Background: an optimization exercise with open tools, aiming at small area and a short achievable clock period. Do not read the settings as production practice.
Only simulation tests tie the RTL to the original design; equivalence was not proved.

Setup of run 1:
Design conv2d, start of the top module:
module conv2d #(  parameter DATA_WIDTH = 8,  parameter KERNEL_WIDTH = 8,  parameter IMG_WIDTH = 32,  parameter OUT_WIDTH = 21) (
    input  wire                    CLK,
    input  wire                    RST,
    input  wire                    data_valid_in,
    input  wire [DATA_WIDTH-1:0]   data_in,
    input  wire                    load_kernel,
    input  wire [KERNEL_WIDTH-1:0] kernel,
    output wire [OUT_WIDTH-1:0]    data_out,
    output wire                    valid_out,
    output reg                     load_kernel_done);
localparam NTAP = 4*IMG_WIDTH + 5;        
localparam PW   = DATA_WIDTH*NTAP;
localparam KW   = KERNEL_WIDTH*25;
reg [KW-1:0] kr;
reg [4:0]    counter_load;
wire         k_we = load_kernel & (counter_load < 5'd25);
always @(posedge CLK)
    if (k_we) kr <= {kr[KW-KERNEL_WIDTH-1:0], kernel};
always @(posedge CLK or negedge RST)
    if (!RST) counter_load <= 5'd0;
    else if (load_kernel) counter_load <= counter_load + 5'd1;
always @(posedge CLK or negedge RST)
    if (!RST) load_kernel_done <= 1'b0;
    else if (counter_load == 5'd25) load_kernel_done <= 1'b1;
wire [DATA_WIDTH-1:0] DI = data_in;
reg [PW-1:0] pv;
always @(posedge CLK)
    if (data_valid_in) pv <= {pv[PW-DATA_WIDTH-1:0], DI};
reg [7:0] cnt;
reg       full;
always @(posedge CLK or negedge RST)
  ...
Size in the first run: ~3,900 cells after synthesis, about 1,300 flip-flops.
Settings: LEC_CHECK=0, CAP_MARGIN=20, CELL_PAD_IN_SITES_DETAIL_PLACEMENT=1, CELL_PAD_IN_SITES_GLOBAL_PLACEMENT=1, CORE_MARGIN=2, CORE_UTILIZATION=40, CTS_BUF_LIST=sky130_fd_sc_hd__clkbuf_4, CTS_CLUSTER_DIAMETER=40, CTS_CLUSTER_SIZE=12, SLEW_MARGIN=20; clock period 35.0 ns.
standard.sh (not shown) runs the stock make flow with config.mk's settings and CLKGATE_MAP_FILE= SYNTH_SCRIPT=/design/flow/synth_recipe.tcl, a recipe that flattens the netlist after the stock synthesis.
==> flow/flow/run.sh <==
#!/bin/bash
# Own layout flow: the standard ORFS flow (standard.sh), with these changes.
#  2. Repair steps aim for extra setup slack (SETUP_SLACK_MARGIN, from
#     flow/margin.txt), so that the resizer also works on paths that
#     already meet the 35 ns clock.  Gate cloning is off, so that each input
#     port keeps driving its one input buffer only.
#  3. Port buffers are inserted as buf_1; the resizer sizes them up where
#     timing needs it.
# Every tool's output goes to own_flow.log in this folder and to orfs/logs.
set -euo pipefail
W=$(pwd)
bash flow/mksynth.sh synth_recipe.tcl "$W/flow/abc.script" > own_synth.tcl
MARGIN=$(cat flow/margin.txt)
bash standard.sh SYNTH_SCRIPT="$W/own_synth.tcl" SETUP_SLACK_MARGIN="$MARGIN" \
    SKIP_GATE_CLONING=1 BUFFER_PORTS_ARGS="-buffer_cell sky130_fd_sc_hd__buf_1" finish \
    > own_flow.log 2>&1
==> flow/flow/abc.script <==
&get -n
&st
&nf
&put
==> flow/flow/margin.txt <==
20.7
==> flow/flow/mksynth.sh <==
#!/bin/bash
# usage: mksynth.sh synth_recipe.tcl ABC_SCRIPT > own_synth.tcl
# synth_recipe.tcl with -noabc added to every "synth" call and the final ABC
# mapping run with ABC_SCRIPT instead of ORFS's abc_speed/abc_area script.
sed '1s/.*/proc synth {args} { yosys synth -nofsm -noshare -noabc {*}$args }/' "$1" | {
  IFS= read -r first; printf '%s\n' "$first"
  cat <<EOT
proc abc {args} {
  set i [lsearch -exact \$args -script]
  if {\$i >= 0} { set args [lreplace \$args [expr {\$i + 1}] [expr {\$i + 1}] {$2}] }
  yosys abc {*}\$args
}
EOT
  cat; }
What run 2 does differently from run 1 at the input level:
Settings: PLACE_DENSITY newly set to 0.45; CTS_CLUSTER_SIZE changed from 12 to 20; CELL_PAD_IN_SITES_GLOBAL_PLACEMENT removed (was 1); CTS_BUF_LIST changed from sky130_fd_sc_hd__clkbuf_4 to sky130_fd_sc_hd__clkbuf_8; CELL_PAD_IN_SITES_DETAIL_PLACEMENT removed (was 1); CTS_CLUSTER_DIAMETER changed from 40 to 60.
==> flow/flow/margin.txt <==
21.0
==> comparison <==
Peak clock frequency supported by timing delta (run 1 -> run 2): insignificant
Summary of the comparison: transition time at the pin with the least slew margin is lower in run 2, relative to run 1.
Summary of run 2 over run 1: final weighted congestion in routability-driven placement decreased by about 2.2% relative to the old numbers, final wirelength closely matched the old numbers, routed metal-1 wirelength increased by 3.7% relative to the old numbers, total non-filler cell area in the finished layout closely matched the old numbers.
Between run 1 and run 2, the sequential share of layout area does not differ in any meaningful way.
Compare run 2 and run 1 | non-clock buffer count lower: run 1
Comparing run 1 against run 2, there is no change at all in total of max-cap violations.
Relative to run 2, the following input files were edited for run 3:
Settings: changing CAP_MARGIN from 20 to 10; changing SLEW_MARGIN from 20 to 10.
==> flow/flow/margin.txt <==
20.7
### Flow results
- The non-clock buffer count number comes out lower for run 3 vs run 2.
- NOTE layout clock buffer count run 2->run 3 decreased slightly
[inputs] run 4 vs run 3
Settings: CTS_CLUSTER_DIAMETER: 60 -> 50; ABC_AREA: unset -> 1; CTS_CLUSTER_SIZE: 20 -> 16; PLACE_DENSITY: 0.45 -> unset; CAP_MARGIN: 10 -> 20; SLEW_MARGIN: 10 -> 20.
==> flow/flow/run.sh <==
#!/bin/bash
set -euo pipefail
W=$(pwd)
sed '1s/.*/proc synth {args} { yosys synth -nofsm -noshare -noabc {*}$args }/' \
    synth_recipe.tcl > own_synth.tcl
MARGIN=$(cat flow/margin.txt 2>/dev/null || echo 0)
bash standard.sh SYNTH_SCRIPT="$W/own_synth.tcl" SETUP_SLACK_MARGIN="$MARGIN" SKIP_GATE_CLONING=1 finish \
    > own_flow.log 2>&1
removed: flow/flow/abc.script
removed: flow/flow/mksynth.sh
Results
The final reports for run 4 and run 3 show sequential-to-total area share from yosys stat lower in the former. Between run 4 and run 3, it is run 4 whose cell area after synthesis is higher, by 3.8%. Final design area excluding fillers in run 4 is 3200 um2 above run 3. Taking run 3 as the reference, in run 4 number of fillers in the final layout picked up an extra 1,043; via total after detailed routing picked up an extra 4,705; worst setup slack picked up an extra 74 ps.

-- what the ideal ports hide --
How much do the figures lean on ideal ports? The routed layouts below were timed once more, with nothing changed but the port constraints.
Step 1, drivers: a clkbuf_16 drives CLK and a buf_2 each remaining input, both assumed.
Step 2, shift: input delay + t, output delay - t, t = (earliest + latest rising clock arrival at the registers) / 2. This alone moves slack from input paths to output paths.
Slacks: ideal ports / drivers / drivers and shift; pairs: ideal ports / drivers.
| run | t, ns | setup WS [ns] | hold slack, ns | worst setup path at the end | clock arrival spread, ns |
|---|---|---|---|---|---|
| run 1 | 1.349 | 20.634 / 20.592 / 20.592 | 0.378 / 0.378 / 0.378 | input to output | 0.127 / 0.127 |
| run 2 | 0.998 | 20.640 / 20.600 / 20.600 | 0.368 / 0.368 / 0.368 | input to output | 0.096 / 0.096 |
| run 3 | 1.022 | 20.636 / 20.594 / 20.594 | 0.394 / 0.394 / 0.394 | input to output | 0.058 / 0.058 |
| run 4 | 1.021 | 20.710 / 20.651 / 20.651 | 0.401 / 0.401 / 0.401 | input to output | 0.088 / 0.088 |
After both steps every run listed still meets setup and hold. For run 4, which loses most, drivers alone change the setup slack by -0.059 ns; drivers and shift together by -0.059 ns.
